Source: an optimization exercise on an open RTL-to-GDS flow (aim: small area, a short achievable clock period and few clock cycles per item). Production flows keep margins and buffers that such runs may drop.
At most, simulation tests tie the RTL to the original design; equivalence was not proved.
Only the layout flow was run in runs 1 and 2; the RTL was not checked for function there.

==> flow/design.v <==
module mulk_csa(input [23:0] v, output [23:0] s, output [23:0] c);
  wire ns = ~v[23];
  wire t1 = v[1] ^ v[4];
  wire t2 = v[1] & v[4];
  wire t3 = v[2] ^ v[5] ^ v[6];
  wire t4 = (v[2] & v[5]) | (v[2] & v[6]) | (v[5] & v[6]);
  wire t5 = v[8] ^ v[9];
  wire t6 = v[8] & v[9];
  wire t7 = v[3] ^ v[6] ^ v[7];
  wire t8 = (v[3] & v[6]) | (v[3] & v[7]) | (v[6] & v[7]);
  wire t9 = v[4] ^ v[7];
  wire t10 = v[4] & v[7];
  wire t11 = t1 ^ v[5] ^ v[7];
  wire t12 = (t1 & v[5]) | (t1 & v[7]) | (v[5] & v[7]);
  wire t13 = v[8] ^ v[10] ^ v[11];
  wire t14 = (v[8] & v[10]) | (v[8] & v[11]) | (v[10] & v[11]);
  wire t15 = t3 ^ t5 ^ v[11];
  wire t16 = (t3 & t5) | (t3 & v[11]) | (t5 & v[11]);
  wire t17 = v[12] ^ v[13] ^ v[15];
  wire t18 = (v[12] & v[13]) | (v[12] & v[15]) | (v[13] & v[15]);
  wire t19 = v[18] ^ v[19] ^ v[20];
  wire t20 = (v[18] & v[19]) | (v[18] & v[20]) | (v[19] & v[20]);
  wire t21 = t7 ^ v[9] ^ v[10];
  wire t22 = (t7 & v[9]) | (t7 & v[10]) | (v[9] & v[10]);
  wire t23 = v[12] ^ v[13] ^ v[14];
  wire t24 = (v[12] & v[13]) | (v[12] & v[14]) | (v[13] & v[14]);
  wire t25 = v[16] ^ v[19] ^ v[20];
  wire t26 = (v[16] & v[19]) | (v[16] & v[20]) | (v[19] & v[20]);
  wire t27 = v[21] ^ ns;
  wire t28 = v[21] & ns;
  wire t29 = t9 ^ v[8] ^ v[10];
  wire t30 = (t9 & v[8]) | (t9 & v[10]) | (v[8] & v[10]);
  wire t31 = v[11] ^ v[13] ^ v[14];
  wire t32 = (v[11] & v[13]) | (v[11] & v[14]) | (v[13] & v[14]);
  wire t33 = v[15] ^ v[17] ^ v[20];
  wire t34 = (v[15] & v[17]) | (v[15] & v[20]) | (v[17] & v[20]);
  wire t35 = v[21] ^ v[22] ^ 1'b1;
  wire t36 = (v[21] & v[22]) | (v[21] & 1'b1) | (v[22] & 1'b1);
  wire t37 = v[5] ^ v[8] ^ v[9];
  wire t38 = (v[5] & v[8]) | (v[5] & v[9]) | (v[8] & v[9]);
  wire t39 = v[11] ^ v[12] ^ v[14];
  wire t40 = (v[11] & v[12]) | (v[11] & v[14]) | (v[12] & v[14]);
  wire t41 = v[15] ^ v[16] ^ v[18];
  wire t42 = (v[15] & v[16]) | (v[15] & v[18]) | (v[16] & v[18]);
  wire t43 = v[21] ^ v[22] ^ ns;
  wire t44 = (v[21] & v[22]) | (v[21] & ns) | (v[22] & ns);
  wire t45 = v[6] ^ v[9] ^ v[10];
  wire t46 = (v[6] & v[9]) | (v[6] & v[10]) | (v[9] & v[10]);
  wire t47 = v[12] ^ v[13] ^ v[15];
  wire t48 = (v[12] & v[13]) | (v[12] & v[15]) | (v[13] & v[15]);
  wire t49 = v[16] ^ v[17] ^ v[19];
  wire t50 = (v[16] & v[17]) | (v[16] & v[19]) | (v[17] & v[19]);
  wire t51 = v[7] ^ v[10] ^ v[11];
  wire t52 = (v[7] & v[10]) | (v[7] & v[11]) | (v[10] & v[11]);
  wire t53 = v[13] ^ v[14] ^ v[16];
  wire t54 = (v[13] & v[14]) | (v[13] & v[16]) | (v[14] & v[16]);
  wire t55 = v[8] ^ v[11] ^ v[12];
  wire t56 = (v[8] & v[11]) | (v[8] & v[12]) | (v[11] & v[12]);
  wire t57 = v[14] ^ v[15];
  wire t58 = v[14] & v[15];
  wire t59 = v[9] ^ v[12] ^ v[13];
  wire t60 = (v[9] & v[12]) | (v[9] & v[13]) | (v[12] & v[13]);
  wire t61 = v[15] ^ v[16];
  wire t62 = v[15] & v[16];
  wire t63 = v[10] ^ v[13] ^ v[14];
  wire t64 = (v[10] & v[13]) | (v[10] & v[14]) | (v[13] & v[14]);
  wire t65 = v[11] ^ v[14];
  wire t66 = v[11] & v[14];
  wire t67 = t11 ^ t13 ^ v[12];
  wire t68 = (t11 & t13) | (t11 & v[12]) | (t13 & v[12]);
  wire t69 = v[14] ^ v[17];
  wire t70 = v[14] & v[17];
  wire t71 = t15 ^ t17 ^ t19;
  wire t72 = (t15 & t17) | (t15 & t19) | (t17 & t19);
  wire t73 = v[22] ^ ns ^ ns;
  wire t74 = (v[22] & ns) | (v[22] & ns) | (ns & ns);
  wire t75 = t2 ^ t12;
  wire t76 = t2 & t12;
  wire t77 = t21 ^ t23 ^ t25;
  wire t78 = (t21 & t23) | (t21 & t25) | (t23 & t25);
  wire t79 = t27 ^ t4 ^ t6;
  wire t80 = (t27 & t4) | (t27 & t6) | (t4 & t6);
  wire t81 = t16 ^ t18 ^ t20;
  wire t82 = (t16 & t18) | (t16 & t20) | (t18 & t20);
  wire t83 = t29 ^ t31 ^ t33;
  wire t84 = (t29 & t31) | (t29 & t33) | (t31 & t33);
  wire t85 = t35 ^ t8 ^ t22;
  wire t86 = (t35 & t8) | (t35 & t22) | (t8 & t22);
  wire t87 = t24 ^ t26 ^ t28;
  wire t88 = (t24 & t26) | (t24 & t28) | (t26 & t28);
  wire t89 = t37 ^ t39 ^ t41;
  wire t90 = (t37 & t39) | (t37 & t41) | (t39 & t41);
  wire t91 = t43 ^ t10 ^ t30;
  wire t92 = (t43 & t10) | (t43 & t30) | (t10 & t30);
  wire t93 = t32 ^ t34 ^ t36;
  wire t94 = (t32 & t34) | (t32 & t36) | (t34 & t36);
  wire t95 = t45 ^ t47 ^ t49;
  wire t96 = (t45 & t47) | (t45 & t49) | (t47 & t49);
  wire t97 = v[22] ^ ns ^ t38;
  wire t98 = (v[22] & ns) | (v[22] & t38) | (ns & t38);
  wire t99 = t40 ^ t42 ^ t44;
  wire t100 = (t40 & t42) | (t40 & t44) | (t42 & t44);
  wire t101 = t51 ^ t53 ^ v[17];
  wire t102 = (t51 & t53) | (t51 & v[17]) | (t53 & v[17]);
  wire t103 = v[18] ^ v[20] ^ ns;
  wire t104 = (v[18] & v[20]) | (v[18] & ns) | (v[20] & ns);
  wire t105 = t46 ^ t48 ^ t50;
  wire t106 = (t46 & t48) | (t46 & t50) | (t48 & t50);
  wire t107 = t55 ^ t57 ^ v[17];
  wire t108 = (t55 & t57) | (t55 & v[17]) | (t57 & v[17]);
  wire t109 = v[18] ^ v[19] ^ v[21];
  wire t110 = (v[18] & v[19]) | (v[18] & v[21]) | (v[19] & v[21]);
  wire t111 = 1'b1 ^ t52 ^ t54;
  wire t112 = (1'b1 & t52) | (1'b1 & t54) | (t52 & t54);
  wire t113 = t59 ^ t61 ^ v[18];
  wire t114 = (t59 & t61) | (t59 & v[18]) | (t61 & v[18]);
  wire t115 = v[19] ^ v[20] ^ v[22];
  wire t116 = (v[19] & v[20]) | (v[19] & v[22]) | (v[20] & v[22]);
  wire t117 = 1'b1 ^ t56 ^ t58;
  wire t118 = (1'b1 & t56) | (1'b1 & t58) | (t56 & t58);
  wire t119 = t63 ^ v[16] ^ v[17];
  wire t120 = (t63 & v[16]) | (t63 & v[17]) | (v[16] & v[17]);
  wire t121 = v[19] ^ v[20] ^ v[21];
  wire t122 = (v[19] & v[20]) | (v[19] & v[21]) | (v[20] & v[21]);
  wire t123 = ns ^ t60 ^ t62;
  wire t124 = (ns & t60) | (ns & t62) | (t60 & t62);
  wire t125 = t65 ^ v[15] ^ v[17];
  wire t126 = (t65 & v[15]) | (t65 & v[17]) | (v[15] & v[17]);
  wire t127 = v[18] ^ v[20] ^ v[21];
  wire t128 = (v[18] & v[20]) | (v[18] & v[21]) | (v[20] & v[21]);
  wire t129 = v[22] ^ 1'b1 ^ t64;
  wire t130 = (v[22] & 1'b1) | (v[22] & t64) | (1'b1 & t64);
  wire t131 = v[12] ^ v[15] ^ v[16];
  wire t132 = (v[12] & v[15]) | (v[12] & v[16]) | (v[15] & v[16]);
  wire t133 = v[18] ^ v[19] ^ v[21];
  wire t134 = (v[18] & v[19]) | (v[18] & v[21]) | (v[19] & v[21]);
  wire t135 = v[22] ^ ns ^ t66;
  wire t136 = (v[22] & ns) | (v[22] & t66) | (ns & t66);
  wire t137 = v[13] ^ v[16] ^ v[17];
  wire t138 = (v[13] & v[16]) | (v[13] & v[17]) | (v[16] & v[17]);
  wire t139 = v[19] ^ v[20] ^ v[22];
  wire t140 = (v[19] & v[20]) | (v[19] & v[22]) | (v[20] & v[22]);
  wire t141 = v[14] ^ v[17] ^ v[18];
  wire t142 = (v[14] & v[17]) | (v[14] & v[18]) | (v[17] & v[18]);
  wire t143 = v[15] ^ v[18];
  wire t144 = v[15] & v[18];
  wire t145 = t67 ^ t69 ^ v[18];
  wire t146 = (t67 & t69) | (t67 & v[18]) | (t69 & v[18]);
  wire t147 = t71 ^ t73 ^ t75;
  wire t148 = (t71 & t73) | (t71 & t75) | (t73 & t75);
  wire t149 = t14 ^ t68;
  wire t150 = t14 & t68;
  wire t151 = t77 ^ t79 ^ t81;
  wire t152 = (t77 & t79) | (t77 & t81) | (t79 & t81);
  wire t153 = t72 ^ t74 ^ t76;
  wire t154 = (t72 & t74) | (t72 & t76) | (t74 & t76);
  wire t155 = t83 ^ t85 ^ t87;
  wire t156 = (t83 & t85) | (t83 & t87) | (t85 & t87);
  wire t157 = t78 ^ t80 ^ t82;
  wire t158 = (t78 & t80) | (t78 & t82) | (t80 & t82);
  wire t159 = t89 ^ t91 ^ t93;
  wire t160 = (t89 & t91) | (t89 & t93) | (t91 & t93);
  wire t161 = t84 ^ t86 ^ t88;
  wire t162 = (t84 & t86) | (t84 & t88) | (t86 & t88);
  wire t163 = t95 ^ t97 ^ t99;
  wire t164 = (t95 & t97) | (t95 & t99) | (t97 & t99);
  wire t165 = t90 ^ t92 ^ t94;
  wire t166 = (t90 & t92) | (t90 & t94) | (t92 & t94);
  wire t167 = t101 ^ t103 ^ t105;
  wire t168 = (t101 & t103) | (t101 & t105) | (t103 & t105);
  wire t169 = t96 ^ t98 ^ t100;
  wire t170 = (t96 & t98) | (t96 & t100) | (t98 & t100);
  wire t171 = t107 ^ t109 ^ t111;
  wire t172 = (t107 & t109) | (t107 & t111) | (t109 & t111);
  wire t173 = t102 ^ t104 ^ t106;
  wire t174 = (t102 & t104) | (t102 & t106) | (t104 & t106);
  wire t175 = t113 ^ t115 ^ t117;
  wire t176 = (t113 & t115) | (t113 & t117) | (t115 & t117);
  wire t177 = t108 ^ t110 ^ t112;
  wire t178 = (t108 & t110) | (t108 & t112) | (t110 & t112);
  wire t179 = t119 ^ t121 ^ t123;
  wire t180 = (t119 & t121) | (t119 & t123) | (t121 & t123);
  wire t181 = t114 ^ t116 ^ t118;
  wire t182 = (t114 & t116) | (t114 & t118) | (t116 & t118);
  wire t183 = t125 ^ t127 ^ t129;
  wire t184 = (t125 & t127) | (t125 & t129) | (t127 & t129);
  wire t185 = t120 ^ t122 ^ t124;
  wire t186 = (t120 & t122) | (t120 & t124) | (t122 & t124);
  wire t187 = t131 ^ t133 ^ t135;
  wire t188 = (t131 & t133) | (t131 & t135) | (t133 & t135);
  wire t189 = t126 ^ t128 ^ t130;
  wire t190 = (t126 & t128) | (t126 & t130) | (t128 & t130);
  wire t191 = t137 ^ t139 ^ ns;
  wire t192 = (t137 & t139) | (t137 & ns) | (t139 & ns);
  wire t193 = t132 ^ t134 ^ t136;
  wire t194 = (t132 & t134) | (t132 & t136) | (t134 & t136);
  wire t195 = t141 ^ v[20] ^ v[21];
  wire t196 = (t141 & v[20]) | (t141 & v[21]) | (v[20] & v[21]);
  wire t197 = ns ^ t138 ^ t140;
  wire t198 = (ns & t138) | (ns & t140) | (t138 & t140);
  wire t199 = t143 ^ v[19] ^ v[21];
  wire t200 = (t143 & v[19]) | (t143 & v[21]) | (v[19] & v[21]);
  wire t201 = v[22] ^ 1'b1 ^ t142;
  wire t202 = (v[22] & 1'b1) | (v[22] & t142) | (1'b1 & t142);
  wire t203 = v[16] ^ v[19] ^ v[20];
  wire t204 = (v[16] & v[19]) | (v[16] & v[20]) | (v[19] & v[20]);
  wire t205 = v[22] ^ ns ^ t144;
  wire t206 = (v[22] & ns) | (v[22] & t144) | (ns & t144);
  wire t207 = v[17] ^ v[20] ^ v[21];
  wire t208 = (v[17] & v[20]) | (v[17] & v[21]) | (v[20] & v[21]);
  wire t209 = v[18] ^ v[21];
  wire t210 = v[18] & v[21];
  wire t211 = t145 ^ v[19];
  wire t212 = t145 & v[19];
  wire t213 = t147 ^ t149 ^ t70;
  wire t214 = (t147 & t149) | (t147 & t70) | (t149 & t70);
  wire t215 = t151 ^ t153 ^ t148;
  wire t216 = (t151 & t153) | (t151 & t148) | (t153 & t148);
  wire t217 = t155 ^ t157 ^ t152;
  wire t218 = (t155 & t157) | (t155 & t152) | (t157 & t152);
  wire t219 = t159 ^ t161 ^ t156;
  wire t220 = (t159 & t161) | (t159 & t156) | (t161 & t156);
  wire t221 = t163 ^ t165 ^ t160;
  wire t222 = (t163 & t165) | (t163 & t160) | (t165 & t160);
  wire t223 = t167 ^ t169 ^ t164;
  wire t224 = (t167 & t169) | (t167 & t164) | (t169 & t164);
  wire t225 = t171 ^ t173 ^ t168;
  wire t226 = (t171 & t173) | (t171 & t168) | (t173 & t168);
  wire t227 = t175 ^ t177 ^ t172;
  wire t228 = (t175 & t177) | (t175 & t172) | (t177 & t172);
  wire t229 = t179 ^ t181 ^ t176;
  wire t230 = (t179 & t181) | (t179 & t176) | (t181 & t176);
  wire t231 = t183 ^ t185 ^ t180;
  wire t232 = (t183 & t185) | (t183 & t180) | (t185 & t180);
  wire t233 = t187 ^ t189 ^ t184;
  wire t234 = (t187 & t189) | (t187 & t184) | (t189 & t184);
  wire t235 = t191 ^ t193 ^ t188;
  wire t236 = (t191 & t193) | (t191 & t188) | (t193 & t188);
  wire t237 = t195 ^ t197 ^ t192;
  wire t238 = (t195 & t197) | (t195 & t192) | (t197 & t192);
  wire t239 = t199 ^ t201 ^ t196;
  wire t240 = (t199 & t201) | (t199 & t196) | (t201 & t196);
  wire t241 = t203 ^ t205 ^ t200;
  wire t242 = (t203 & t205) | (t203 & t200) | (t205 & t200);
  wire t243 = t207 ^ ns ^ t204;
  wire t244 = (t207 & ns) | (t207 & t204) | (ns & t204);
  wire t245 = t209 ^ v[22] ^ 1'b1;
  wire t246 = (t209 & v[22]) | (t209 & 1'b1) | (v[22] & 1'b1);
  wire t247 = v[19] ^ v[22] ^ ns;
  wire t248 = (v[19] & v[22]) | (v[19] & ns) | (v[22] & ns);
  wire t249 = t211 ^ v[21];
  wire t250 = t211 & v[21];
  wire t251 = t213 ^ t146 ^ t212;
  wire t252 = (t213 & t146) | (t213 & t212) | (t146 & t212);
  wire t253 = t215 ^ t150 ^ t214;
  wire t254 = (t215 & t150) | (t215 & t214) | (t150 & t214);
  wire t255 = t217 ^ t154 ^ t216;
  wire t256 = (t217 & t154) | (t217 & t216) | (t154 & t216);
  wire t257 = t219 ^ t158 ^ t218;
  wire t258 = (t219 & t158) | (t219 & t218) | (t158 & t218);
  wire t259 = t221 ^ t162 ^ t220;
  wire t260 = (t221 & t162) | (t221 & t220) | (t162 & t220);
  wire t261 = t223 ^ t166 ^ t222;
  wire t262 = (t223 & t166) | (t223 & t222) | (t166 & t222);
  wire t263 = t225 ^ t170 ^ t224;
  wire t264 = (t225 & t170) | (t225 & t224) | (t170 & t224);
  wire t265 = t227 ^ t174 ^ t226;
  wire t266 = (t227 & t174) | (t227 & t226) | (t174 & t226);
  wire t267 = t229 ^ t178 ^ t228;
  wire t268 = (t229 & t178) | (t229 & t228) | (t178 & t228);
  wire t269 = t231 ^ t182 ^ t230;
  wire t270 = (t231 & t182) | (t231 & t230) | (t182 & t230);
  wire t271 = t233 ^ t186 ^ t232;
  wire t272 = (t233 & t186) | (t233 & t232) | (t186 & t232);
  wire t273 = t235 ^ t190 ^ t234;
  wire t274 = (t235 & t190) | (t235 & t234) | (t190 & t234);
  wire t275 = t237 ^ t194 ^ t236;
  wire t276 = (t237 & t194) | (t237 & t236) | (t194 & t236);
  wire t277 = t239 ^ t198 ^ t238;
  wire t278 = (t239 & t198) | (t239 & t238) | (t198 & t238);
  wire t279 = t241 ^ t202 ^ t240;
  wire t280 = (t241 & t202) | (t241 & t240) | (t202 & t240);
  wire t281 = t243 ^ t206 ^ t242;
  wire t282 = (t243 & t206) | (t243 & t242) | (t206 & t242);
  wire t283 = t245 ^ t208 ^ t244;
  wire t284 = (t245 & t208) | (t245 & t244) | (t208 & t244);
  wire t285 = t247 ^ t210 ^ t246;
  wire t286 = (t247 & t210) | (t247 & t246) | (t210 & t246);
  wire t287 = v[20] ^ ns ^ t248;
  wire t288 = (v[20] & ns) | (v[20] & t248) | (ns & t248);
  wire t289 = v[21] ^ 1'b1;
  wire t290 = v[21] & 1'b1;
  wire t291 = v[22] ^ 1'b1;
  wire t292 = v[22] & 1'b1;
  wire [23:0] r0 = {1'b1, ns, t291, t289, t287, t285, t283, t281, t279, t277, t275, t273, t271, t269, t267, t265, t263, t261, t259, t257, t255, t253, t251, t249};
  wire [23:0] r1 = {1'b0, t292, t290, t288, t286, t284, t282, t280, t278, t276, t274, t272, t270, t268, t266, t264, t262, t260, t258, t256, t254, t252, t250, v[22]};
  assign s = r0;
  assign c = r1;
endmodule
module givens8_cordic
(
	input						clk,
	input						rst_n,
	input						start,
	input		[2:0]			index,
	input		[383:0]		data_in,
	output	[383:0]		data_out,
	output					done
);
	localparam [4:0] C_PRE  = 5'd31;	 
	localparam [4:0] C_LAST = 5'd20;	 
	localparam [4:0] C_IDLE = 5'd21;	 
	reg		[383:0]		r;			 
	reg		[2:0]			idx;
	reg						done_r;
	reg		[4:0]			c [0:7];	 
	reg		[7:0]			s;			 
	wire busy = (c[0] != C_IDLE);
	wire go   = start & ~busy;
	assign done = done_r;
	assign data_out = r;
	genvar i;
	wire [7:0] imsb;
	generate for (i = 0; i < 8; i = i + 1) begin : g_msb
		assign imsb[i] = data_in[192 + 24*i + 23];
	end endgenerate
	wire [383:0] lane;
	wire [7:0] pre_p, scl_p, busy_p;
	generate for (i = 0; i < 8; i = i + 1) begin : g_lane
		wire pre = (c[i] == C_PRE);
		wire [3:0] k = c[i][3:0] & {4{~pre}};
		wire sgn = s[i];
		assign pre_p[i]  = pre;
		assign scl_p[i]  = c[i][4] & ~c[i][3] & (~c[i][2] | (~c[i][1] & ~c[i][0]));
		assign busy_p[i] = (c[i] != C_IDLE);
		wire signed [23:0] xv = r[24*i +: 24];
		wire signed [23:0] yv = r[192 + 24*i +: 24];
		wire [23:0] ax = pre ? 24'd0 : xv;
		wire [23:0] ay = pre ? 24'd0 : yv;
		wire [23:0] ysh = yv >>> k;
		wire [23:0] xsh = xv >>> k;
		wire [24:0] sx = {ax, 1'b1} + {ysh ^ {24{sgn}}, sgn};
		wire [24:0] sy = {ay, 1'b1} + {xsh ^ {24{~sgn}}, ~sgn};
		assign lane[24*i +: 24]       = sx[24:1];
		assign lane[192 + 24*i +: 24] = sy[24:1];
	end endgenerate
	wire [7:0] lmsb;
	generate for (i = 0; i < 8; i = i + 1) begin : g_lmsb
		assign lmsb[i] = lane[192 + 24*i + 23];
	end endgenerate
	wire snext = lmsb[idx];
	wire [383:0] ring;
	generate for (i = 0; i < 4; i = i + 1) begin : g_ring
		wire [23:0] e0 = r[24*(2*i)       +: 24];
		wire [23:0] e1 = r[192 + 24*(2*i) +: 24];
		wire [23:0] e2 = r[24*(2*i+1)     +: 24];
		wire [23:0] e3 = r[192 + 24*(2*i+1) +: 24];
		wire [23:0] ps, pc;
		reg  [23:0] qs, qc;
		mulk_csa u_csa (.v(e3), .s(ps), .c(pc));
		always @(posedge clk) begin
			qs <= ps;
			qc <= pc;
		end
		assign ring[24*(2*i)       +: 24] = qs + qc;
		assign ring[192 + 24*(2*i) +: 24] = e0;
		assign ring[24*(2*i+1)     +: 24] = e1;
		assign ring[192 + 24*(2*i+1) +: 24] = e2;
	end endgenerate
	generate for (i = 0; i < 8; i = i + 1) begin : g_reg
		always @(posedge clk) begin
			if (busy_p[i]) begin
				r[24*i +: 24]       <= scl_p[i] ? ring[24*i +: 24]       : lane[24*i +: 24];
				r[192 + 24*i +: 24] <= scl_p[i] ? ring[192 + 24*i +: 24] : lane[192 + 24*i +: 24];
			end
			else if (start) begin
				r[24*i +: 24]       <= data_in[24*i +: 24];
				r[192 + 24*i +: 24] <= data_in[192 + 24*i +: 24];
			end
		end
	end endgenerate
	always @(posedge clk) begin
		if (go) idx <= index;
	end
	generate for (i = 0; i < 8; i = i + 1) begin : g_ctl
		always @(posedge clk or negedge rst_n) begin
			if (!rst_n) begin
				c[i] <= C_IDLE;
				s[i] <= 1'b0;
			end
			else if (go) begin
				c[i] <= C_PRE;
				s[i] <= imsb[index];
			end
			else if (busy_p[i]) begin
				c[i] <= c[i] + 5'd1;
				s[i] <= snext;
			end
		end
	end endgenerate
	always @(posedge clk or negedge rst_n) begin
		if (!rst_n)
			done_r <= 1'b0;
		else if (go)
			done_r <= 1'b0;
		else if (c[0] == C_LAST)
			done_r <= 1'b1;
	end
endmodule
==> flow/flow/run.sh <==
#!/bin/bash
# Standard synthesis (standard.sh synth, unchanged) and the standard ORFS
# layout, with changes only to the cells the layout steps may insert:
# - port buffers are buf_2 (buffer_ports -buffer_cell) instead of the
#   default delay buffer;
# - each layout step marks the delay buffers clkdlybuf4s* don't-use, so the
#   resizer's buffers are ordinary buffers.
set -euo pipefail
bash standard.sh synth > synth.log 2>&1
export BUFFER_PORTS_ARGS="-buffer_cell sky130_fd_sc_hd__buf_2"
H="$PWD/flow/dont_use.tcl"
for step in FLOORPLAN GLOBAL_PLACE RESIZE DETAIL_PLACE REPAIR_TIMING_POST_PLACE CTS GLOBAL_ROUTE DETAIL_ROUTE; do
  export PRE_${step}_TCL="$H"
done
bash standard.sh finish > layout.log 2>&1
==> flow/flow/dont_use.tcl <==
# Sourced at the start of each layout step: keep the resizer from picking the
# slow delay buffers (clkdlybuf4s*) for the buffers it inserts.
set_dont_use [get_lib_cells sky130_fd_sc_hd__clkdlybuf4s*]
==> flow/standard.sh <==
#!/bin/bash
# synth_recipe.tcl (not shown) runs the flow's synth.tcl, then flattens the netlist and writes it again
# the make line also repeats each setting of config.mk as NAME=value (left out here)
make -C /OpenROAD-flow-scripts/flow DESIGN_CONFIG=/design/flow/config.mk WORK_HOME=/design/flow/orfs CLKGATE_MAP_FILE= SYNTH_SCRIPT=/design/flow/synth_recipe.tcl "${@:-finish}"
==> flow/config.mk <==
export PLATFORM = sky130hd
export DESIGN_NAME = givens8_cordic
export DESIGN_NICKNAME = givens8_cordic
export VERILOG_FILES = /design/flow/design.v
export SDC_FILE = /design/flow/constraint.sdc
export NUM_CORES = 4
export LEC_CHECK = 0
export CAP_MARGIN = 20
export CORE_MARGIN = 2
export CORE_UTILIZATION = 40
export SLEW_MARGIN = 20
==> flow/constraint.sdc <==
create_clock -name core_clock -period 20.0 [get_ports {clk}]
set_input_delay 4.0000 -clock core_clock [delete_from_list [all_inputs] [get_ports {clk}]]
set_output_delay 4.0000 -clock core_clock [all_outputs]
set_load 0.01 [all_outputs]
==> flow_summary.ini, run 1 <==
[status]
status = complete, no violations

[grt]
grt_max_degree = 81
grt_pass1_vias = 74840
grt_util_all_layers_pct = 30.65
grt_remaining_overflow = 0
antenna_found_initial = 43
grt_pass1_wl_um = 485600

[layout]
multi_input_area_um2 = 60860
nFillCells = 20190
final_cell_mix = a21oi_1, nor2_1, buf_2
fin_nets = 11580
synthToLayoutAreaGrowth_pct = 11.05
final-seq-area_um2 = 16490
finalCoreUtilization_pct = 44.78
drive_gt1_share_pct = 12.30
layout_commonest_cell = a21oi_1
final_area_um2 = 90770

[critical_path]
worstSetupPathType = flop to flop
required_ns = 20.65
critPathLaunchType = flop
arrival_ns = 9.32
crit_path_max_incr_delay_ns = 0.90
path_common_cell = a21oi_1
critPathTopFamily = compound AO/OA/AOI/OAI gates
cp_slowest_cell = dfstp_2
worst-path-max-fanout = 37
critical_path_buf_inv_count = 3
critPathCaptureType = flop

[sta]
relSlewSlack_pct = 24.47
slew_violations = 0
min_period_ns = 8.674
period_share_pct = 43.37
fmax_ghz = 0.1153
finalClockSkew_ns = 0.02783
tightest_slew_ns = 1.133
setup_tns_ns = 0
hold_viol_final = 0
finalSetupViolations = 0
rsz0062_at_grt = false

[clocking]
numCtsBuffers = 85
post_cts_buffers = 0
cts_buffer_depth = 3
clock_latency_ns = 0.75
tritoncts = yes
clock_sinks = 616
htree_levels = 3
holdBufCountCts = 0
cts_resized = 0
cts_root_buf = clkbuf_16
clk_pin_slew_ns = 0.07

[synthesis]
syn_avg_cell_area_um2 = 8.464
synthCells = 9658
ys_ff_latch = 616
ys_seq_area_share_pct = 20.16
yosysWarnings = 2
synth_edf_count = 387
synth_fp_nets = 11100
synthFlopType = edfxtp_1
yosysUniqueCellTypes = 102
async_flop_share_pct = 7.955
synth.cell_area_um2 = 81740

[route]
drtIter0Drc = 7152
wl_per_cell_um = 25.61
drc = 0
vias = 75690
routed_wl_um = 330400
drtAntennaViolNets = 0
via_per_inst = 5.868
drt_first_pass_iters = 6

[floorplan]
fp.dieH_um = 456.1
start_util_pct = 40.32
die_w_um = 456.1
dieArea_um2 = 208000
rows = 165
core_area_um2 = 202700
ios = 775

[place]
gp_congestion = 0.9696
placed_area_um2 = 87810
io_buffers = 774
hpwl_um = 254600

[run]
maxCapViolCount = 0

[min_path]
hp-class = flop to flop
-- cells in the mapped netlist, types with 13 or more instances --
cell / instances / area share (%)
ha_1: 576 / 8.8
dfxtp_1: 180 / 4.4
inv_1: 691 / 3.2
a21boi_0: 26 / 0.24
mux2_2: 53 / 0.73
buf_2: 23 / 0.14
o21ai_1: 14 / 0.086
nor3b_1: 25 / 0.23
nor2b_1: 432 / 3.3
nand2b_1: 105 / 0.80
o31ai_1: 24 / 0.22
o211ai_1: 31 / 0.28
nor4_1: 13 / 0.099
a311oi_1: 21 / 0.23
a22oi_1: 19 / 0.17
o31a_1: 16 / 0.17
nor2_1: 811 / 3.7
a21o_1: 157 / 1.4
dfstp_2: 24 / 0.77
o21bai_1: 50 / 0.46
buf_4: 17 / 0.16
nand3_1: 148 / 0.91
or3_1: 59 / 0.45
edfxtp_1: 387 / 14
or2_2: 15 / 0.11
nand2_1: 776 / 3.6
o21ai_0: 529 / 3.2
mux2i_1: 750 / 9.2
o21a_1: 76 / 0.70
nand4_1: 23 / 0.18
clkbuf_1: 404 / 1.9
o22ai_1: 33 / 0.25
xnor2_1: 538 / 5.8
nor3_1: 131 / 0.80
buf_1: 89 / 0.41
xor2_1: 249 / 2.7
a211oi_1: 109 / 1.0
fa_1: 480 / 12
a21oi_1: 983 / 6.0
dfrtp_1: 25 / 0.77
and3_1: 101 / 0.77
mux4_2: 74 / 2.0
and2_1: 32 / 0.24
a31oi_1: 128 / 0.98
-- final timing paths --
path | slack (ns) | from | to | cells past startpoint
hold reg to reg | 0.49 | done_r | done_r | 2
min in group asynchronous | 3.37 | rst_n | c[7][3] | 1
hold / removal | 0.49 | done_r | done_r | 2
setup reg to reg | 11.33 | c[7][0] | s[3] | 27
setup / recovery | 11.33 | c[7][0] | s[3] | 27
max in group asynchronous | 15.85 | rst_n | s[0] | 1
-- layout make-up --
cell class                 count  share of cell area, %
antenna                       18                0.04962
sequential                   616                  18.17
clock buffer                 101                  2.584
inverter                     696                  2.878
tap                         2672                  3.683
clock inverter                59                 0.5803
timing repair buffer         926                  5.019
multi-input combinational   7812                  67.04
-- worst reg2reg max path, cell delays in order, from the launching register on --
cell and delay, ns:
dfstp_2 0.90, ha_1 0.28, and3_1 0.18, ha_2 0.54
clkinv_1 0.42, nand2_2 0.82, buf_1 0.91, mux2_2 0.42
nor2_1 0.09, a21oi_1 0.09, a211oi_1 0.30, a21oi_1 0.10
xnor2_1 0.19, ha_1 0.40, a21o_1 0.18, a21o_1 0.18
a21oi_1 0.21, nor2_1 0.09, a211oi_1 0.30, nand3_1 0.16
a31oi_1 0.28, o21ai_0 0.12, a21oi_1 0.20, xnor2_1 0.14
buf_1 0.48, o21ba_2 0.37, nand3_1 0.10, a21oi_1 0.15
-- state kept, by name, summed over array words and instances, names as in the netlist --
register and flops:
c 40, r 384, idx 3, s 8
g_ring.qc 88, done_r 1, g_ring.qs 92
-- stage by stage --
| step | setup WS (ns) | instances | hold slack (ns) |
|---|---|---|---|
| global route | 10.77 | 12890 | 0.5505 |
| floorplan | 13.87 | 9658 | 0.5221 |
| CTS | 11.41 | 12880 | 0.5007 |
| detailed placement | 11.44 | 12720 | 0.4861 |
| global placement | 11.62 | 12720 | 0.4906 |
| finish | 11.33 | 12900 | 0.4921 |
-- cells by family after synthesis --
logic type,after synthesis,share of synthesized area [%]
xor gates and xnor gates,787,8.433
buffers and inverters,1230,5.771
adders and majority gates,1056,20.57
DFF,616,20.16
and+or+nand+nor,2712,15.64
muxes,878,11.97
AOI/OAI and AO/OA,2379,17.45
-- routing by layer --
metal,GRT usage [%],up-vias,routed length (um)
li1,-,34740,-
met1,39.72,36990,137100
met2,48.91,3216,150400
met3,4.836,733,23670
met4,16.70,16,19000
met5,0,-,107
==> run 2: changes to the inputs <==
--- a/flow/design.v
+++ b/flow/design.v
@@ -307,16 +307,17 @@
 	output	[383:0]		data_out,
 	output					done
 );
-	localparam [4:0] C_PRE  = 5'd31;	 
-	localparam [4:0] C_LAST = 5'd20;	 
-	localparam [4:0] C_IDLE = 5'd21;	 
+	localparam [4:0] C_ROT  = 5'd16;	 
+	localparam [4:0] C_LAST = 5'd21;	 
 	reg		[383:0]		r;			 
 	reg		[2:0]			idx;
 	reg						done_r;
-	reg		[4:0]			c [0:7];	 
+	reg		[4:0]			c   [0:7];	 
+	reg		[3:0]			k   [0:7];	 
+	reg		[7:0]			busy;		 
+	reg		[7:0]			pre;		 
+	reg		[7:0]			scl;		 
 	reg		[7:0]			s;			 
-	wire busy = (c[0] != C_IDLE);
-	wire go   = start & ~busy;
 	assign done = done_r;
 	assign data_out = r;
 	genvar i;
@@ -325,20 +326,15 @@
 		assign imsb[i] = data_in[192 + 24*i + 23];
 	end endgenerate
 	wire [383:0] lane;
-	wire [7:0] pre_p, scl_p, busy_p;
 	generate for (i = 0; i < 8; i = i + 1) begin : g_lane
-		wire pre = (c[i] == C_PRE);
-		wire [3:0] k = c[i][3:0] & {4{~pre}};
 		wire sgn = s[i];
-		assign pre_p[i]  = pre;
-		assign scl_p[i]  = c[i][4] & ~c[i][3] & (~c[i][2] | (~c[i][1] & ~c[i][0]));
-		assign busy_p[i] = (c[i] != C_IDLE);
+		wire [3:0] kk = k[i];
 		wire signed [23:0] xv = r[24*i +: 24];
 		wire signed [23:0] yv = r[192 + 24*i +: 24];
-		wire [23:0] ax = pre ? 24'd0 : xv;
-		wire [23:0] ay = pre ? 24'd0 : yv;
-		wire [23:0] ysh = yv >>> k;
-		wire [23:0] xsh = xv >>> k;
+		wire [23:0] ax = pre[i] ? 24'd0 : xv;
+		wire [23:0] ay = pre[i] ? 24'd0 : yv;
+		wire [23:0] ysh = yv >>> kk;
+		wire [23:0] xsh = xv >>> kk;
 		wire [24:0] sx = {ax, 1'b1} + {ysh ^ {24{sgn}}, sgn};
 		wire [24:0] sy = {ay, 1'b1} + {xsh ^ {24{~sgn}}, ~sgn};
 		assign lane[24*i +: 24]       = sx[24:1];
@@ -367,43 +363,57 @@
 		assign ring[24*(2*i+1)     +: 24] = e1;
 		assign ring[192 + 24*(2*i+1) +: 24] = e2;
 	end endgenerate
-	generate for (i = 0; i < 8; i = i + 1) begin : g_reg
+	generate for (i = 0; i < 8; i = i + 1) begin : g_pair
+		wire go = start & ~busy[i];
 		always @(posedge clk) begin
-			if (busy_p[i]) begin
-				r[24*i +: 24]       <= scl_p[i] ? ring[24*i +: 24]       : lane[24*i +: 24];
-				r[192 + 24*i +: 24] <= scl_p[i] ? ring[192 + 24*i +: 24] : lane[192 + 24*i +: 24];
+			if (busy[i]) begin
+				r[24*i +: 24]       <= scl[i] ? ring[24*i +: 24]       : lane[24*i +: 24];
+				r[192 + 24*i +: 24] <= scl[i] ? ring[192 + 24*i +: 24] : lane[192 + 24*i +: 24];
 			end
 			else if (start) begin
 				r[24*i +: 24]       <= data_in[24*i +: 24];
 				r[192 + 24*i +: 24] <= data_in[192 + 24*i +: 24];
 			end
 		end
-	end endgenerate
-	always @(posedge clk) begin
-		if (go) idx <= index;
-	end
-	generate for (i = 0; i < 8; i = i + 1) begin : g_ctl
 		always @(posedge clk or negedge rst_n) begin
 			if (!rst_n) begin
-				c[i] <= C_IDLE;
-				s[i] <= 1'b0;
+				busy[i] <= 1'b0;
+				pre[i]  <= 1'b0;
+				scl[i]  <= 1'b0;
+				c[i]    <= 5'd0;
+				k[i]    <= 4'd0;
+				s[i]    <= 1'b0;
 			end
 			else if (go) begin
-				c[i] <= C_PRE;
-				s[i] <= imsb[index];
+				busy[i] <= 1'b1;
+				pre[i]  <= 1'b1;
+				scl[i]  <= 1'b0;
+				c[i]    <= 5'd0;
+				k[i]    <= 4'd0;
+				s[i]    <= imsb[index];
 			end
-			else if (busy_p[i]) begin
-				c[i] <= c[i] + 5'd1;
-				s[i] <= snext;
+			else if (busy[i]) begin
+				pre[i] <= 1'b0;
+				c[i]   <= c[i] + 5'd1;
+				if (!pre[i]) k[i] <= k[i] + 4'd1;
+				s[i]   <= snext;
+				if (c[i] == C_ROT) scl[i] <= 1'b1;
+				if (c[i] == C_LAST) begin
+					busy[i] <= 1'b0;
+					scl[i]  <= 1'b0;
+				end
 			end
 		end
 	end endgenerate
+	always @(posedge clk) begin
+		if (start & ~busy[0]) idx <= index;
+	end
 	always @(posedge clk or negedge rst_n) begin
 		if (!rst_n)
 			done_r <= 1'b0;
-		else if (go)
+		else if (start & ~busy[0])
 			done_r <= 1'b0;
-		else if (c[0] == C_LAST)
+		else if (busy[0] && c[0] == C_LAST)
 			done_r <= 1'b1;
 	end
 endmodule
==> flow_summary.ini, run 2 <==
[route]
drtIter0Drc = 7612
routed_wl_um = 326300
wl_per_cell_um = 24.94
via_per_inst = 5.800
drtAntennaViolNets = 0
drt_first_pass_iters = 8
drc = 0
vias = 75870

[sta]
tightest_slew_ns = 1.131
setup_ws_ns = 13.18
hold_viol_final = 0
period_share_pct = 34.11
setup_tns_ns = 0
rsz0062_at_grt = false
finalSetupViolations = 0
whs_ns = 0.5628
min_period_ns = 6.822
fmax_ghz = 0.1466
relSlewSlack_pct = 24.53
finalClockSkew_ns = 0.03920
slew_violations = 0

[synthesis]
synthTopCellsByArea = edfxtp_1, fa_1, ha_1, a21oi_1, xnor2_1
synth_top_family_by_area = adder cells
synth-xor-area-share_pct = 8.498
muxShareOfSynthArea_pct = 12.45
syn_avg_cell_area_um2 = 8.638
synth_top_area_cell = edfxtp_1
synth-compound-area-share_pct = 17.01
synth.cell_area_um2 = 83900
synthCells = 9713
yosysUniqueCellTypes = 94
ys_top_cells_by_count = a21oi_1, nor2_1, nand2_1
synth_fp_nets = 11160
synth_edf_count = 387
synth_adder_area_share_pct = 20.04
synth.most_common_cell = a21oi_1
ys_seq_area_share_pct = 21.28
yosys.area.top_type_share_pct = 13.85
synth-simple-area-share_pct = 15.06
yosysWarnings = 3
async_flop_share_pct = 15.63
ys_ff_latch = 672
synthFlopType = edfxtp_1

[clocking]
cts_root_buf = clkbuf_16
tritoncts = yes
clock_latency_ns = 0.76
numCtsBuffers = 90
cts_resized = 0
htree_levels = 3
clk_pin_slew_ns = 0.06
cts_buffer_depth = 3
holdBufCountCts = 0
post_cts_buffers = 0
clock_sinks = 672

[critical_path]
critPathLaunchType = flop
critPathCaptureType = flop
worst-path-max-fanout = 22
required_ns = 20.57
arrival_ns = 7.39
worstSetupPathType = flop to flop

[min_path]
hp-class = flop to flop

[place]
place_ws_ns = 13.07
io_buffers = 774
gp_congestion = 0.9854
placed_area_um2 = 89910
hpwl_um = 254300

[run]
maxCapViolCount = 0

[grt]
grt_util_all_layers_pct = 29.64
antenna_found_initial = 33
grt_pass1_wl_um = 478100
grt_max_degree = 91
grt_pass1_vias = 73480
grt_remaining_overflow = 0

[layout]
largest_register_ffs = 384
layout_commonest_cell = a21oi_1
drive_gt1_share_pct = 13.90
regMostFlops = r
biggestRegsByFlops = r x384, g_ring.qs x92, g_ring.qc x88
fin_nets = 11630
final_cell_mix = a21oi_1, nor2_1, buf_2
synthToLayoutAreaGrowth_pct = 10.98
final_area_um2 = 93110

[floorplan]
ios = 775
start_util_pct = 40.15
fp.dieH_um = 462.0
rows = 168
core_area_um2 = 208900
die_w_um = 462.0
dieArea_um2 = 213400

[status]
status = complete, no violations
[run 2: cells by family (layout without fill, tap and decap cells)]
group | count (synthesis) | after routing
flip-flops | 672 | 672
other | 0 | 13
multiplexers | 771 | 771
AND/OR/NAND/NOR | 2731 | 2731
buffers and inverters | 1251 | 1800
AO/OA/AOI/OAI | 2418 | 2418
adder cells (fa/ha/maj) | 1056 | 1056
XOR/XNOR | 814 | 814
[run 2: final timing paths]
path / startpoint / endpoint / slack [ns] / cells past startpoint
worst max-delay path: k[5][2] / s[1] / 13.18 / 19
worst min-delay path: c[5][4] / c[5][4] / 0.56 / 2
worst max register to register: k[5][2] / s[1] / 13.18 / 19
worst min register to register: c[5][4] / c[5][4] / 0.56 / 2
max in group asynchronous: rst_n / busy[5] / 15.07 / 2
min in group asynchronous: rst_n / k[0][3] / 3.28 / 1
[run 2: area by class of cell]
cell class	instances	area [um2]
repair buffers	903	4456
fillers	20820	115800
flip-flops and latches	672	17930
diodes	13	32.53
clock buffers	119	2610
multi-input cells	7790	61300
clock inverters	50	539.3
well taps	2805	3510
inverters	728	2735
[run 2: worst max-delay path, cell delays in order, from the launching register on]
cell and delay (ns):
dfrtp_1 0.59, inv_1 0.82, buf_1 0.54, mux2_2 0.41
nor2_1 0.13, a21oi_1 0.08, xnor2_1 0.19, ha_1 0.39
a2111oi_0 0.20, nor2b_1 0.18, o41ai_1 0.44, o2111ai_2 0.26
a211oi_1 0.45, o21ai_1 0.18, o22a_1 0.27, mux2i_1 0.41
and2_1 0.23, o21ai_1 0.15, o21ai_2 0.57, a21oi_1 0.15
[run 2: per-stage QoR]
stage          utilization (%)  instances
6_report                 44.56      13080
3_5_place_dp             43.03      12900
3_3_place_gp             43.03      12900
4_1_cts                  44.54      13070
5_1_grt                  44.55      13070
2_1_floorplan                -       9713
[run 2: routing by layer]
| layer | GRT usage, % | wire (um) | vias to the layer above |
|---|---|---|---|
| met5 | 0 | 74 | - |
| met1 | 41.17 | 142800 | 37160 |
| met3 | 5.518 | 27080 | 565 |
| li1 | - | - | 34860 |
| met4 | 10.06 | 11540 | 12 |
| met2 | 46.12 | 144800 | 3274 |
==> run 3: changes to the inputs <==
--- a/flow/design.v
+++ b/flow/design.v
@@ -307,15 +307,15 @@
 	output	[383:0]		data_out,
 	output					done
 );
-	localparam [4:0] C_ROT  = 5'd16;	 
-	localparam [4:0] C_LAST = 5'd21;	 
+	localparam [3:0] K_LAST = 4'd4;	 
 	reg		[383:0]		r;			 
 	reg		[2:0]			idx;
 	reg						done_r;
-	reg		[4:0]			c   [0:7];	 
-	reg		[3:0]			k   [0:7];	 
+	reg		[3:0]			ka  [0:7];	 
+	reg		[3:0]			kb  [0:7];	 
 	reg		[7:0]			busy;		 
 	reg		[7:0]			pre;		 
+	reg		[7:0]			rot;		 
 	reg		[7:0]			scl;		 
 	reg		[7:0]			s;			 
 	assign done = done_r;
@@ -328,13 +328,14 @@
 	wire [383:0] lane;
 	generate for (i = 0; i < 8; i = i + 1) begin : g_lane
 		wire sgn = s[i];
-		wire [3:0] kk = k[i];
+		wire [3:0] kya = ka[i];
+		wire [3:0] kxb = kb[i];
 		wire signed [23:0] xv = r[24*i +: 24];
 		wire signed [23:0] yv = r[192 + 24*i +: 24];
 		wire [23:0] ax = pre[i] ? 24'd0 : xv;
 		wire [23:0] ay = pre[i] ? 24'd0 : yv;
-		wire [23:0] ysh = yv >>> kk;
-		wire [23:0] xsh = xv >>> kk;
+		wire [23:0] ysh = yv >>> kya;
+		wire [23:0] xsh = xv >>> kxb;
 		wire [24:0] sx = {ax, 1'b1} + {ysh ^ {24{sgn}}, sgn};
 		wire [24:0] sy = {ay, 1'b1} + {xsh ^ {24{~sgn}}, ~sgn};
 		assign lane[24*i +: 24]       = sx[24:1];
@@ -366,39 +367,44 @@
 	generate for (i = 0; i < 8; i = i + 1) begin : g_pair
 		wire go = start & ~busy[i];
 		always @(posedge clk) begin
-			if (busy[i]) begin
-				r[24*i +: 24]       <= scl[i] ? ring[24*i +: 24]       : lane[24*i +: 24];
-				r[192 + 24*i +: 24] <= scl[i] ? ring[192 + 24*i +: 24] : lane[192 + 24*i +: 24];
-			end
-			else if (start) begin
-				r[24*i +: 24]       <= data_in[24*i +: 24];
-				r[192 + 24*i +: 24] <= data_in[192 + 24*i +: 24];
+			if (busy[i] | start) begin
+				r[24*i +: 24]       <= rot[i] ? lane[24*i +: 24] :
+				                       scl[i] ? ring[24*i +: 24] : data_in[24*i +: 24];
+				r[192 + 24*i +: 24] <= rot[i] ? lane[192 + 24*i +: 24] :
+				                       scl[i] ? ring[192 + 24*i +: 24] : data_in[192 + 24*i +: 24];
 			end
 		end
 		always @(posedge clk or negedge rst_n) begin
 			if (!rst_n) begin
 				busy[i] <= 1'b0;
 				pre[i]  <= 1'b0;
+				rot[i]  <= 1'b0;
 				scl[i]  <= 1'b0;
-				c[i]    <= 5'd0;
-				k[i]    <= 4'd0;
+				ka[i]   <= 4'd0;
+				kb[i]   <= 4'd0;
 				s[i]    <= 1'b0;
 			end
 			else if (go) begin
 				busy[i] <= 1'b1;
 				pre[i]  <= 1'b1;
+				rot[i]  <= 1'b1;
 				scl[i]  <= 1'b0;
-				c[i]    <= 5'd0;
-				k[i]    <= 4'd0;
+				ka[i]   <= 4'd0;
+				kb[i]   <= 4'd0;
 				s[i]    <= imsb[index];
 			end
 			else if (busy[i]) begin
 				pre[i] <= 1'b0;
-				c[i]   <= c[i] + 5'd1;
-				if (!pre[i]) k[i] <= k[i] + 4'd1;
 				s[i]   <= snext;
-				if (c[i] == C_ROT) scl[i] <= 1'b1;
-				if (c[i] == C_LAST) begin
+				if (!pre[i]) begin
+					ka[i] <= ka[i] + 4'd1;
+					kb[i] <= kb[i] + 4'd1;
+				end
+				if (rot[i] && !pre[i] && ka[i] == 4'd15) begin
+					rot[i] <= 1'b0;
+					scl[i] <= 1'b1;
+				end
+				if (scl[i] && ka[i] == K_LAST) begin
 					busy[i] <= 1'b0;
 					scl[i]  <= 1'b0;
 				end
@@ -413,7 +419,7 @@
 			done_r <= 1'b0;
 		else if (start & ~busy[0])
 			done_r <= 1'b0;
-		else if (busy[0] && c[0] == C_LAST)
+		else if (scl[0] && ka[0] == K_LAST)
 			done_r <= 1'b1;
 	end
 endmodule
==> flow_summary.ini, run 3 <==
[place]
place_ws_ns = 12.84
gp_congestion = 0.9754
placed_area_um2 = 89640
hpwl_um = 251600
io_buffers = 774

[layout]
synthToLayoutAreaGrowth_pct = 11.02
biggestRegsByFlops = r x384, g_ring.qs x92, g_ring.qc x88
regMostFlops = r
final_area_um2 = 92780
finalCoreUtilization_pct = 44.76
multi_input_area_um2 = 61000
largest_register_ffs = 384
final-seq-area_um2 = 17880
final_cell_mix = nand2_1, o21ai_0, buf_2
layout_commonest_cell = nand2_1
fin_nets = 11400
nFillCells = 20460
drive_gt1_share_pct = 13.48

[synthesis]
ys_top_cells_by_count = nand2_1, o21ai_0, inv_1
synthTopCellsByArea = edfxtp_1, fa_1, ha_1, mux2i_1, xnor2_1
yosysUniqueCellTypes = 84
syn_avg_cell_area_um2 = 8.837
yosysWarnings = 3
async_flop_share_pct = 15.63
synth.most_common_cell = nand2_1
yosys.area.top_type_share_pct = 13.91
synth_edf_count = 387
synthFlopType = edfxtp_1
synthCells = 9457
synth.cell_area_um2 = 83570
ys_ff_latch = 672
synth_top_area_cell = edfxtp_1
synth_fp_nets = 10900
ys_seq_area_share_pct = 21.36

[grt]
grt_max_degree = 71
grt_remaining_overflow = 0
grt_pass1_vias = 71670
grt_pass1_wl_um = 466600
grt_util_all_layers_pct = 29.03
antenna_found_initial = 24

[clocking]
htree_levels = 3
post_cts_buffers = 0
clk_pin_slew_ns = 0.06
cts_root_buf = clkbuf_16
holdBufCountCts = 0
clock_sinks = 672
clock_latency_ns = 0.73
cts_resized = 0
numCtsBuffers = 91
cts_buffer_depth = 3
tritoncts = yes

[run]
maxCapViolCount = 0

[route]
via_per_inst = 5.781
drtAntennaViolNets = 0
drt_first_pass_iters = 6
wl_per_cell_um = 24.80
vias = 74230
drc = 0
drtIter0Drc = 6918
routed_wl_um = 318400

[sta]
relSlewSlack_pct = 24.53
whs_ns = 0.5427
finalClockSkew_ns = 0.03414
period_share_pct = 33.88
hold_viol_final = 0
setup_tns_ns = 0
finalSetupViolations = 0
rsz0062_at_grt = false
setup_ws_ns = 13.22
tightest_slew_ns = 1.132
min_period_ns = 6.775
slew_violations = 0
fmax_ghz = 0.1476

[critical_path]
critPathLaunchType = flop
critPathCaptureType = flop
r2r.worst_path.cells = 18
worst-path-max-fanout = 32
rrSetupSlack_ns = 13.22
crit_chain = clkinv_1, mux4_2, nor2_1, a21oi_1, xor2_1, ha_1, and3b_1, nor3_1, mux2i_1, a31oi_1, o21ai_0, o41a_1, a41oi_1, a211oi_1, o21ai_0, a311oi_1, o31ai_4, a21oi_1
r2r_end = s[6]
cp-startpoint = kb[3][0]
crit_path_max_incr_delay_ns = 1.03
critPathCapture = s[6]
arrival_ns = 7.32
worstSetupPathType = flop to flop
path_depth = 18
critical_path_buf_inv_count = 1
critPathTopFamily = compound AO/OA/AOI/OAI gates
cp_slowest_cell = dfrtp_1
r2r_start = kb[3][0]
required_ns = 20.55

[floorplan]
core_area_um2 = 207300
die_w_um = 461.1
fp.dieH_um = 461.1
rows = 167
dieArea_um2 = 212600
start_util_pct = 40.32
ios = 775

[min_path]
hp-class = flop to flop

[status]
status = complete, no violations
run 3: cell count changes after synthesis, moves of 31 or more:
| cell | delta |
|---|---|
| mux4_2 | -32 |
| nand2_1 | +57 |
| clkbuf_1 | -31 |
| a211oi_1 | +44 |
| xnor2_1 | -44 |
| o21ai_0 | +258 |
| nor2_1 | -395 |
| mux2i_1 | +272 |
| a21oi_1 | -424 |
run 3: metal layers:
metal | wire length (um) | part of all wire (%) | track usage [%]
met1 | 139800 | 44 | 40.50
met4 | 12800 | 4.0 | 10.96
met3 | 25950 | 8.2 | 5.183
met2 | 139800 | 44 | 44.61
met5 | 76 | 0.024 | 0
run 3: worst reg2reg max path: stages, from the launching register on:
cell and delay [ns]:
dfrtp_1 1.03, clkinv_1 0.77, mux4_2 0.67, nor2_1 0.10, a21oi_1 0.06, xor2_1 0.17
ha_1 0.36, and3b_1 0.21, nor3_1 0.14, mux2i_1 0.11, a31oi_1 0.34, o21ai_0 0.19
o41a_1 0.46, a41oi_1 0.44, a211oi_1 0.16, o21ai_0 0.30, a311oi_1 0.19, o31ai_4 0.73
a21oi_1 0.16
run 3: cells by family (layout without fill, tap and decap cells):
family | after synthesis | count (layout) | share of synthesized area [%]
and+or+nand+nor | 2465 | 2465 | 14.07
AOI/OAI and AO/OA | 2253 | 2253 | 16.20
buffers and inverters | 1247 | 1823 | 5.666
adders and majority gates | 1048 | 1048 | 20.00
muxes | 1007 | 1007 | 14.68
xor gates and xnor gates | 765 | 765 | 8.018
DFF | 672 | 672 | 21.36
other | 0 | 18 | 0
run 3: worst min-delay path by stage:
stage,cells past startpoint,endpoint,start
6_report,2,done_r,done_r
5_1_grt,1,pre[7],busy[7]
4_1_cts,2,done_r,done_r
3_5_place_dp,2,done_r,done_r
3_3_place_gp,2,done_r,done_r
2_1_floorplan,1,pre[1],busy[1]
run 3: final cells by class:
cell class	instances	share of cell area, %
antenna	18	0.04855
clock buffer	120	2.806
inverter	746	3.021
multi-input combinational	7538	65.74
tap	2788	3.760
timing repair buffer	909	4.848
sequential	672	19.27
clock inverter	48	0.4990
run 3: per-stage QoR:
step / instances
2_1_floorplan: 9457
3_3_place_gp: 12650
3_5_place_dp: 12650
4_1_cts: 12820
5_1_grt: 12830
6_report: 12840
Testbench counts of run 3, summed over its fixed seeds: cycles 73,608, items 3,200.
==> run 4: changes to the inputs <==
--- a/flow/config.mk
+++ b/flow/config.mk
@@ -8,4 +8,4 @@
 export CAP_MARGIN = 20
 export CORE_MARGIN = 2
 export CORE_UTILIZATION = 40
-export SLEW_MARGIN = 20
+export SLEW_MARGIN = 50
==> flow_summary.ini, run 4 <==
[status]
status = complete, no violations

[clocking]
cts_resized = 0
cts_buffer_depth = 3
numCtsBuffers = 89
holdBufCountCts = 0
post_cts_buffers = 0
clock_latency_ns = 0.73
clock_sinks = 672
htree_levels = 3
cts_root_buf = clkbuf_16
clk_pin_slew_ns = 0.06
tritoncts = yes

[layout]
regMostFlops = r
synthToLayoutAreaGrowth_pct = 11.73
final_cell_mix = buf_2, nand2_1, o21ai_0
fin_nets = 11430
largest_register_ffs = 384
drive_gt1_share_pct = 14.98
layout_commonest_cell = buf_2
biggestRegsByFlops = r x384, g_ring.qs x92, g_ring.qc x88

[run]
maxCapViolCount = 0

[synthesis]
synth.most_common_cell = nand2_1
synth_top_area_cell = edfxtp_1
synth.cell_area_um2 = 83570
synthCells = 9457
synth_edf_count = 387
yosysUniqueCellTypes = 84
ys_seq_area_share_pct = 21.36
synthTopCellsByArea = edfxtp_1, fa_1, ha_1, mux2i_1, xnor2_1
synth_fp_nets = 10900
async_flop_share_pct = 15.63
synthFlopType = edfxtp_1
yosysWarnings = 3
yosys.area.top_type_share_pct = 13.91
ys_top_cells_by_count = nand2_1, o21ai_0, inv_1
ys_ff_latch = 672
syn_avg_cell_area_um2 = 8.837

[sta]
tightest_slew_ns = 0.8481
finalSetupViolations = 0
setup_ws_ns = 13.69
fmax_ghz = 0.1586
finalClockSkew_ns = 0.03496
period_share_pct = 31.53
min_period_ns = 6.306
slew_violations = 0
rsz0062_at_grt = false
relSlewSlack_pct = 41.84
setup_tns_ns = 0
hold_viol_final = 0

[grt]
busiest_layer = met2
grtUsageMet1_pct = 40.84
globalRouteMet2Util_pct = 45.25
grt_remaining_overflow = 0
grt_use_met3_pct = 4.697
grt_pass1_wl_um = 469200
antenna_found_initial = 27
grt_util_all_layers_pct = 29.16
grt_pass1_vias = 72120
grt_max_degree = 71

[route]
drc = 0
drtAntennaViolNets = 0
vias = 74340
via_per_inst = 5.781
drtIter0Drc = 7514
routed_wl_um = 319700
drt_first_pass_iters = 8
wl_per_cell_um = 24.86

[critical_path]
r2r_start = kb[1][1]
critPathCaptureType = flop
crit_chain = buf_2, mux2_2, nor2_1, a21oi_1, mux2i_1, o21ai_0, xnor2_1, ha_1, a21o_1, a21o_1, a21oi_1, and2_1, a31oi_1, a31oi_1, o211ai_1, a211o_1, and3_1, a311oi_1, o31ai_4, buf_6, a21oi_1
rrSetupSlack_ns = 13.69
cp_slowest_cell = dfrtp_1
r2r.worst_path.cells = 21
worst-path-max-fanout = 18
required_ns = 20.63
worstSetupPathType = flop to flop
r2r_end = s[7]
crit_path_max_incr_delay_ns = 0.71
arrival_ns = 6.93
critPathLaunchType = flop
critPathTopFamily = compound AO/OA/AOI/OAI gates
path_common_cell = a21oi_1
critical_path_buf_inv_count = 2

[floorplan]
ios = 775
fp.dieH_um = 461.1
start_util_pct = 40.32
dieArea_um2 = 212600
core_area_um2 = 207300
die_w_um = 461.1
rows = 167

[min_path]
min_from = done_r
worstHoldEndpoint = done_r
hp-class = flop to flop
hold_path_depth = 2

[place]
gp_congestion = 0.9754
hpwl_um = 253600
place_ws_ns = 13.42
io_buffers = 774
==> run 4: cell counts after synthesis <==
No cell type changed its count.
==> run 4: layout make-up <==
cell class / instances / area (um2)
multi-input cells: 7538 / 61090
well taps: 2788 / 3488
inverters: 746 / 2826
repair buffers: 940 / 4941
clock buffers: 122 / 2739
fillers: 20530 / 113900
diodes: 11 / 27.53
flip-flops and latches: 672 / 17940
clock inverters: 44 / 317.8
==> run 4: layer usage <==
layer	up-vias	part of all wire, %
met5	-	0.028
met4	14	3.7
met3	510	7.7
met2	3017	44
met1	36520	44
li1	34290	-
==> run 4: worst min-delay path, cell delays in order, from the launching register on <==
cell     delay [ns]
dfrtp_1        0.37
nor2_1         0.06
nor2_1         0.08
==> run 4: cell families (layout without fill, tap and decap cells) <==
family | count (synthesis) | count (layout) | share of synthesized area [%]
buffers and inverters | 1247 | 1852 | 5.666
multiplexers | 1007 | 1007 | 14.68
flip-flops | 672 | 672 | 21.36
AO/OA/AOI/OAI | 2253 | 2253 | 16.20
AND/OR/NAND/NOR | 2465 | 2465 | 14.07
XOR/XNOR | 765 | 765 | 8.018
other | 0 | 11 | 0
adder cells (fa/ha/maj) | 1048 | 1048 | 20.00
==> run 4: worst max path at each step <==
stage	end	start	slack, ns	cells past startpoint
floorplan	r[144]	start	13.99	4
global placement	r[34]	start	12.91	5
CTS	s[7]	kb[7][0]	13.65	19
global route	s[7]	kb[1][1]	13.29	21
detailed placement	r[216]	start	13.42	5
finish	s[7]	kb[1][1]	13.69	21
==> run 4: through the flow <==
step | instance area, um2 | hold WS, ns | utilization (%) | std cells
floorplan | 83570 | 0.4993 | - | 9457
global placement | 89620 | 0.5448 | 43.24 | 12650
detailed placement | 90090 | 0.5506 | 43.46 | 12680
CTS | 93140 | 0.5754 | 44.94 | 12840
global route | 93360 | 0.5963 | 45.04 | 12860
finish | 93370 | 0.5493 | 45.05 | 12860
==> run 5: changes to the inputs <==
--- a/flow/config.mk
+++ b/flow/config.mk
@@ -8,4 +8,4 @@
 export CAP_MARGIN = 20
 export CORE_MARGIN = 2
 export CORE_UTILIZATION = 40
-export SLEW_MARGIN = 50
+export SLEW_MARGIN = 80
==> flow_summary.ini, run 5 <==
[critical_path]
worstSetupPathType = flop to flop
crit_path_max_incr_delay_ns = 0.48
required_ns = 20.58
critPathLaunchType = flop
arrival_ns = 6.49
path_common_cell = buf_2
critPathCaptureType = flop
worst-path-max-fanout = 13
cp_slowest_cell = mux4_2

[layout]
final_area_um2 = 104600
fin_nets = 12340
drive_gt1_share_pct = 28.80
largest_register_ffs = 384
nFillCells = 19440
finalNonFillerCells = 13770
biggestRegsByFlops = r x384, g_ring.qs x92, g_ring.qc x88
synthToLayoutAreaGrowth_pct = 25.13
regMostFlops = r
final_cell_mix = buf_2, nand2_1, inv_1
layout_commonest_cell = buf_2

[floorplan]
core_area_um2 = 207300
ios = 775
rows = 167
dieArea_um2 = 212600
start_util_pct = 40.32
fp.dieH_um = 461.1
die_w_um = 461.1

[synthesis]
synth_fp_nets = 10900
synth.most_common_cell = nand2_1
synth_top_area_cell = edfxtp_1
synth.cell_area_um2 = 83570
ys_top_cells_by_count = nand2_1, o21ai_0, inv_1
yosysUniqueCellTypes = 84
ys_seq_area_share_pct = 21.36
async_flop_share_pct = 15.63
synthCells = 9457
yosysWarnings = 3
yosys.area.top_type_share_pct = 13.91
synthFlopType = edfxtp_1
synthTopCellsByArea = edfxtp_1, fa_1, ha_1, mux2i_1, xnor2_1
syn_avg_cell_area_um2 = 8.837
ys_ff_latch = 672
synth_edf_count = 387

[route]
drtAntennaViolNets = 0
via_per_inst = 5.680
wl_per_cell_um = 23.77
vias = 78230
drtIter0Drc = 7553
drt_first_pass_iters = 8
routed_wl_um = 327400
drc = 0

[sta]
slew_violations = 0
tightest_slew_ns = 0.3209
hold_viol_final = 0
relSlewSlack_pct = 77.99
fmax_ghz = 0.1691
period_share_pct = 29.57
min_period_ns = 5.915
finalSetupViolations = 0
finalClockSkew_ns = 0.03403
rsz0062_at_grt = false
setup_tns_ns = 0

[run]
maxCapViolCount = 0

[place]
hpwl_um = 273200
post-place-cells = 13550
io_buffers = 774
gp_congestion = 0.9754
placed_area_um2 = 99560

[clocking]
tritoncts = yes
cts_resized = 0
cts_buffer_depth = 3
clk_pin_slew_ns = 0.07
htree_levels = 3
clock_latency_ns = 0.73
clock_sinks = 672
holdBufCountCts = 0
numCtsBuffers = 92
post_cts_buffers = 0
cts_root_buf = clkbuf_16

[grt]
antenna_found_initial = 26
grt_pass1_vias = 76350
grt_pass1_wl_um = 484300
grt_remaining_overflow = 0
grt_max_degree = 44
grt_util_all_layers_pct = 29.85

[status]
status = complete, no violations

[min_path]
hp-class = flop to flop
run 5: critical path: cells and delay by family (launching register included):
kind	cells	cell delay, ns
buffers and inverters	13	2.33
AO/OA/AOI/OAI	9	1.58
multiplexers	2	0.60
flip-flops	1	0.46
adder cells (fa/ha/maj)	1	0.38
XOR/XNOR	2	0.27
AND/OR/NAND/NOR	2	0.19
run 5: worst paths after layout:
path	startpoint	end	slack, ns	depth (start not counted)
hold / removal	busy[7]	pre[7]	0.52	1
hold reg to reg	busy[7]	pre[7]	0.52	1
min in group asynchronous	rst_n	ka[1][1]	3.11	1
max in group asynchronous	rst_n	kb[0][3]	15.61	7
setup / recovery	kb[7][0]	s[7]	14.09	29
setup reg to reg	kb[7][0]	s[7]	14.09	29
run 5: final cells by class:
cell class,instances,area (um2),area share [%]
well taps,2788,3488,3.336
flip-flops and latches,672,18170,17.37
clock inverters,50,566.8,0.5420
multi-input cells,7538,65700,62.83
clock buffers,119,2680,2.563
repair buffers,1852,10930,10.45
diodes,9,22.52,0.02154
inverters,746,3013,2.881
run 5: kinds of logic after synthesis:
group	synth area share, %
AND/OR/NAND/NOR	14.07
AO/OA/AOI/OAI	16.20
flip-flops	21.36
buffers and inverters	5.666
XOR/XNOR	8.018
adder cells (fa/ha/maj)	20.00
multiplexers	14.68
run 5: through the flow:
step                util (%)  setup slack [ns]  hold slack (ns)
floorplan                  -             13.99           0.4993
global placement       43.24             12.91           0.5448
detailed placement     48.03             13.86           0.5398
CTS                    49.60             14.04           0.5584
global route           50.45             13.83           0.5532
finish                 50.45             14.09           0.5197
run 5: metal layers:
metal  track usage, %  vias up  part of all wire [%]
met4            11.93       14                   4.4
met2            46.66     3116                    45
met1            41.45    38360                    44
met5                0        -                 0.027
met3            4.217      589                   7.2
li1                 -    36150                     -

[what the ideal ports hide]
The results above use ideal ports. As a check the final layouts listed here were re-extracted and re-timed, cells and wires unchanged.
Step 1: set_driving_cell puts a clkbuf_16 on clk and a buf_2 on each other input, an assumption about the parent block.
Step 2 times the ports against the registers' clock, not the clock port: input delays grow and output delays shrink by t, the midpoint of the rising clock arrivals with the driver on.
a / b / c = ideal / step 1 / step 2; a / b = the first two.
run	t, ns	setup WS [ns]	hold WS [ns]	worst setup path at the end	worst data-port slew with drivers (ns)
run 1	0.825	11.326 / 11.326 / 11.326	0.492 / 0.492 / 0.492	register to register	0.21
run 2	0.823	13.178 / 13.178 / 13.136	0.563 / 0.563 / 0.563	input to register	0.24
run 3	0.801	13.224 / 13.224 / 12.916	0.543 / 0.543 / 0.543	input to register	0.23
run 4	0.806	13.694 / 13.694 / 13.675	0.549 / 0.549 / 0.549	input to register	0.25
run 5	0.807	14.085 / 14.018 / 13.758	0.520 / 0.520 / 0.520	input to register	0.25
After both steps every run listed still meets setup and hold. For run 5, which loses most, drivers alone change the setup slack by -0.067 ns; drivers and shift together by -0.327 ns.
